This design comes from an exercise in tuning for small area on the open sky130 flow, not from production work.
Only simulation tests tie the RTL to the original design; equivalence was not proved.
Power figures rest on the tool's default switching activity, not on a simulated workload.

## red
==> module lcd_controller, before the edit <==
module lcd_controller(
    input rst,
    input clk,
    input rs_in,
    input [7:0] data_in,
    input strobe_in,
    input [7:0] period_clk_ns,
    output lcd_e,
    output [3:0] lcd_nibble,
    output lcd_rs,
    output lcd_rw,
    output disable_flash,
    output done
    );
    localparam PH_WAIT = 2'd0, PH_WR = 2'd1, PH_STB = 2'd2, PH_LD = 2'd3;
    reg [2:0] idx;
    reg [1:0] ph;
    reg [19:0] cnt;
    reg [3:0] nib;
    wire [23:0] wcnt = {nib, cnt};
    wire ready = idx[2] & (idx[1] | idx[0]);
    wire [8:0] stab = cnt[8:0];
    wire [8:0] hold = cnt[17:9];
    wire active = stab[8] | stab[7] | stab[6] | (stab[5] & (stab[4] | stab[3]));
    wire hold_done = hold[8] | (hold[7] & hold[6] & hold[5] & hold[4]);
    wire stb = (ph == PH_STB);
    wire [9:0] lo_c;
    wire [8:0] lo_sum;
    assign lo_c[0] = 1'b0;
    genvar i;
    generate
        for (i = 0; i < 8; i = i + 1) begin : lo_fa
            assign lo_sum[i] = stab[i] ^ period_clk_ns[i] ^ lo_c[i];
            assign lo_c[i+1] = (stab[i] & period_clk_ns[i]) | (lo_c[i] & (stab[i] ^ period_clk_ns[i]));
        end
    endgenerate
    assign lo_sum[8] = stab[8] ^ lo_c[8];
    assign lo_c[9] = stab[8] & lo_c[8];
    wire [7:0] hi_add = period_clk_ns & {8{stb & active}};
    wire [11:0] hi_c;
    wire [10:0] hi_sum;
    assign hi_c[0] = lo_c[9] & ~stb;
    generate
        for (i = 0; i < 8; i = i + 1) begin : hi_fa
            assign hi_sum[i] = cnt[9+i] ^ hi_add[i] ^ hi_c[i];
            assign hi_c[i+1] = (cnt[9+i] & hi_add[i]) | (hi_c[i] & (cnt[9+i] ^ hi_add[i]));
        end
        for (i = 8; i < 11; i = i + 1) begin : hi_ha
            assign hi_sum[i] = cnt[9+i] ^ hi_c[i];
            assign hi_c[i+1] = cnt[9+i] & hi_c[i];
        end
    endgenerate
    wire stb_exit = active & hold_done;
    reg wait_done;
    always @* begin
        case (idx)
            3'd0: wait_done = (wcnt[23] & (wcnt[22] & (wcnt[21] & (wcnt[18] & (wcnt[15] & (wcnt[14] & (wcnt[13] & (wcnt[9] | (wcnt[8] & (wcnt[7] & wcnt[6]))))))))));
            3'd1: wait_done = (wcnt[21] & (wcnt[20] & (wcnt[19] & (wcnt[18] & (wcnt[17] & (wcnt[15] & (wcnt[12] | (wcnt[11] & (wcnt[10] & (wcnt[9] & (wcnt[8] & (wcnt[7] & (wcnt[6] | wcnt[5])))))))))))));
            3'd2: wait_done = (wcnt[16] & (wcnt[15] & (wcnt[10] & (wcnt[9] & (wcnt[8] | (wcnt[7] & (wcnt[6] | wcnt[5])))))));
            3'd3, 3'd7: wait_done = (wcnt[15] & (wcnt[12] & (wcnt[11] & (wcnt[10] & (wcnt[8] | (wcnt[7] | wcnt[6]))))));
            3'd4: wait_done = (wcnt[15] & (wcnt[14] & (wcnt[10] | (wcnt[9] & (wcnt[8] & (wcnt[7] | (wcnt[6] & (wcnt[5] | wcnt[4]))))))));
            default: wait_done = (wcnt[10] | (wcnt[9] & (wcnt[8] & (wcnt[7] & (wcnt[6] & (wcnt[5] & (wcnt[4] | wcnt[3])))))));
        endcase
    end
    assign lcd_rw = 1'b0;
    assign lcd_rs = rs_in;
    assign disable_flash = 1'b1;
    assign lcd_e = stb & (|hold);
    wire init_n1 = (idx != 3'd0) | stb;
    wire init_n0 = init_n1 & ~idx[2] & ~(idx[1] & idx[0] & stb);
    assign lcd_nibble = ready ? nib : {2'b00, init_n1, init_n0};
    wire ddone = (idx == 3'd7) & (ph == PH_WR);
    assign done = cnt[19] & (ph == PH_LD) & ~idx[1] & (idx[2] == idx[0]);
    wire load = (ph == PH_LD) | (ph == PH_WR) | ((ph == PH_STB) & stb_exit);
    always @(posedge clk) begin
        cnt[18:0] <= load ? 19'd0 : {hi_sum[9:0], lo_sum};
        cnt[19] <= ddone | (~rst & ~load & hi_sum[10]);
        if (ph == PH_WR && ready) begin
            if (idx == 3'd5)
                nib <= data_in[7:4];
            else if (idx == 3'd6)
                nib <= data_in[3:0];
        end else if (~ready & load)
            nib <= 4'd0;
        else if (hi_c[11])
            nib <= nib + 4'd1;
        if (rst) begin
            idx <= 3'd0;
            ph <= PH_LD;
        end else begin
            case (ph)
                PH_LD:
                    if (idx != 3'd5)
                        ph <= PH_WAIT;
                    else if (strobe_in)
                        ph <= PH_WR;
                PH_WAIT:
                    if (wait_done)
                        ph <= PH_WR;
                PH_WR: begin
                    if (idx == 3'd4 || idx == 3'd7) begin
                        idx <= 3'd5;
                        ph <= PH_LD;
                    end else
                        ph <= PH_STB;
                end
                PH_STB:
                    if (stb_exit) begin
                        idx <= idx + 3'd1;
                        ph <= (idx[2]) ? PH_WAIT : PH_LD;
                    end
            endcase
        end
    end
endmodule
==> flow/config.mk <==
export PLATFORM = sky130hd
export DESIGN_NAME = lcd_controller
export DESIGN_NICKNAME = lcd_controller
export VERILOG_FILES = /design/flow/design.v
export SDC_FILE = /design/flow/constraint.sdc
export NUM_CORES = 4
export LEC_CHECK = 0
export CAP_MARGIN = 20
export CORE_MARGIN = 2
export CORE_UTILIZATION = 40
export CTS_BUF_LIST = sky130_fd_sc_hd__clkbuf_2 sky130_fd_sc_hd__clkbuf_4
export CTS_CLUSTER_DIAMETER = 100
export CTS_CLUSTER_SIZE = 40
export SLEW_MARGIN = 20
==> flow/constraint.sdc <==
create_clock -name core_clock -period 10.0 [get_ports {clk}]
set_input_delay 2.0000 -clock core_clock [delete_from_list [all_inputs] [get_ports {clk}]]
set_output_delay 2.0000 -clock core_clock [all_outputs]
set_load 0.01 [all_outputs]
standard.sh (not shown) runs the stock make flow with config.mk's settings and CLKGATE_MAP_FILE= SYNTH_SCRIPT=/design/flow/synth_recipe.tcl, a recipe that flattens the netlist after the stock synthesis.
==> flow/flow/run.sh <==
#!/bin/bash
# Standard layout, with 1x port buffers, ABC's buffers removed, an area re-map of the
# logic after floorplanning, CTS without dummy loads, and power recovery (downsizing
# off the critical path).
set -euo pipefail
here=$(pwd)
export BUFFER_PORTS_ARGS="-buffer_cell sky130_fd_sc_hd__buf_1"
export CTS_ARGS="-sink_clustering_enable -repair_clock_nets -dont_use_dummy_load -buf_list {sky130_fd_sc_hd__clkbuf_2 sky130_fd_sc_hd__clkbuf_4} -sink_clustering_size 40 -sink_clustering_max_diameter 100"
bash standard.sh REMOVE_ABC_BUFFERS=1 RECOVER_POWER=100 POST_FLOORPLAN_TCL=$here/flow/restructure.tcl finish > make_finish.log 2>&1
==> flow/flow/filter_lib.py <==
#!/usr/bin/env python3
"""Write a copy of a Liberty file without the given don't-use cells (names or glob
patterns), for OpenROAD's restructure, which reads the Liberty file itself."""
import fnmatch, re, sys

src, dst = sys.argv[1], sys.argv[2]
pats = sys.argv[3:] + ["*lpflow*", "*probe*"]
text = open(src).read()
out = []
pos = 0
cell_re = re.compile(r'^\s*cell\s*\(\s*"?([\w]+)"?\s*\)\s*\{', re.M)
for m in cell_re.finditer(text):
    if m.start() < pos:
        continue
    name = m.group(1)
    if not any(fnmatch.fnmatch(name, p) for p in pats):
        continue
    # find the end of this cell group by brace matching
    depth = 0
    i = m.end() - 1
    while True:
        c = text[i]
        if c == '{':
            depth += 1
        elif c == '}':
            depth -= 1
            if depth == 0:
                break
        i += 1
    out.append(text[pos:m.start()])
    pos = i + 1
out.append(text[pos:])
open(dst, "w").write("".join(out))
==> flow/flow/restructure.tcl <==
# Area recovery: re-map the combinational logic with ABC after floorplanning.
# restructure reads the Liberty file itself, so give it a copy without the
# platform's don't-use cells.
set rmp_dir $::env(LOG_DIR)/rmp
file mkdir $rmp_dir
set rmp_lib $::env(OBJECTS_DIR)/rmp_allowed.lib
exec python3 [file join [file dirname [info script]] filter_lib.py] \
  [lindex $::env(LIB_FILES) 0] $rmp_lib {*}$::env(DONT_USE_CELLS) >& $rmp_dir/filter_lib.log
restructure -target area -liberty_file $rmp_lib \
  -tielo_port sky130_fd_sc_hd__conb_1/LO -tiehi_port sky130_fd_sc_hd__conb_1/HI \
  -work_dir $rmp_dir -abc_logfile $rmp_dir/abc.log
red: full flow OK, the timing, design-rule and antenna checks passed
The following lists how blue was set up differently from red:
--- a/flow/design.v
+++ b/flow/design.v
@@ -10,9 +10,9 @@
     output [3:0] lcd_nibble,
     output lcd_rs,
     output lcd_rw,
     output disable_flash,
-    output done
+    output reg done
     );
     localparam PH_WAIT = 2'd0, PH_WR = 2'd1, PH_STB = 2'd2, PH_LD = 2'd3;
     reg [2:0] idx;
     reg [1:0] ph;
@@ -69,14 +69,12 @@
     assign lcd_e = stb & (|hold);
     wire init_n1 = (idx != 3'd0) | stb;
     wire init_n0 = init_n1 & ~idx[2] & ~(idx[1] & idx[0] & stb);
     assign lcd_nibble = ready ? nib : {2'b00, init_n1, init_n0};
-    wire ddone = (idx == 3'd7) & (ph == PH_WR);
-    assign done = cnt[19] & (ph == PH_LD) & ~idx[1] & (idx[2] == idx[0]);
     wire load = (ph == PH_LD) | (ph == PH_WR) | ((ph == PH_STB) & stb_exit);
     always @(posedge clk) begin
-        cnt[18:0] <= load ? 19'd0 : {hi_sum[9:0], lo_sum};
-        cnt[19] <= ddone | (~rst & ~load & hi_sum[10]);
+        done <= (idx == 3'd7) & (ph == PH_WR);
+        cnt <= load ? 20'd0 : {hi_sum, lo_sum};
         if (ph == PH_WR && ready) begin
             if (idx == 3'd5)
                 nib <= data_in[7:4];
             else if (idx == 3'd6)
Switching part of the total power for blue: 14 points down relative to red
blue against red; area enclosed by the die boundary is down slightly.
Run comparison: blue commonest non-fill, non-tap cell in the layout nor2_1; red commonest non-fill, non-tap cell in the layout clkinv_1
blue against red: proportion of cell area occupied by multi-input gates decreased by 1.2 points relative to the old numbers; worst slack after detailed placement decreased by 0.21 ns relative to the old numbers; finished layout cell area increased by about 0.6% relative to the old numbers; fraction of the mapped netlist area in simple logic gates increased by 3.0 points relative to the old numbers.

==> afterwards: timing with drivers on the ports <==
The flow's constraints put no driver on any port. The routed layouts listed below were extracted and timed again, unchanged, in two steps.
Step 1: set_driving_cell puts a clkbuf_16 on clk and a buf_2 on each other input, an assumption about the parent block.
Step 2 adds t to the input delays and takes it off the output delays; t is the mean of the earliest and latest rising clock arrival at the registers after step 1. Input paths then give back, and output paths get back, about the clock's delay inside the block.
Three values: ideal, step 1, step 2; two values: the first two.
run | t (ns) | slack for setup (ns) | worst hold slack (ns)
red | 0.347 | 2.025 / 2.023 / 1.676 | 0.490 / 0.490 / 0.490
blue | 0.341 | 1.947 / 1.949 / 1.608 | 0.501 / 0.501 / 0.501
After both steps setup and hold are still met in every run listed. For red, which loses most, drivers alone change the setup slack by -0.002 ns; drivers and shift together by -0.349 ns.
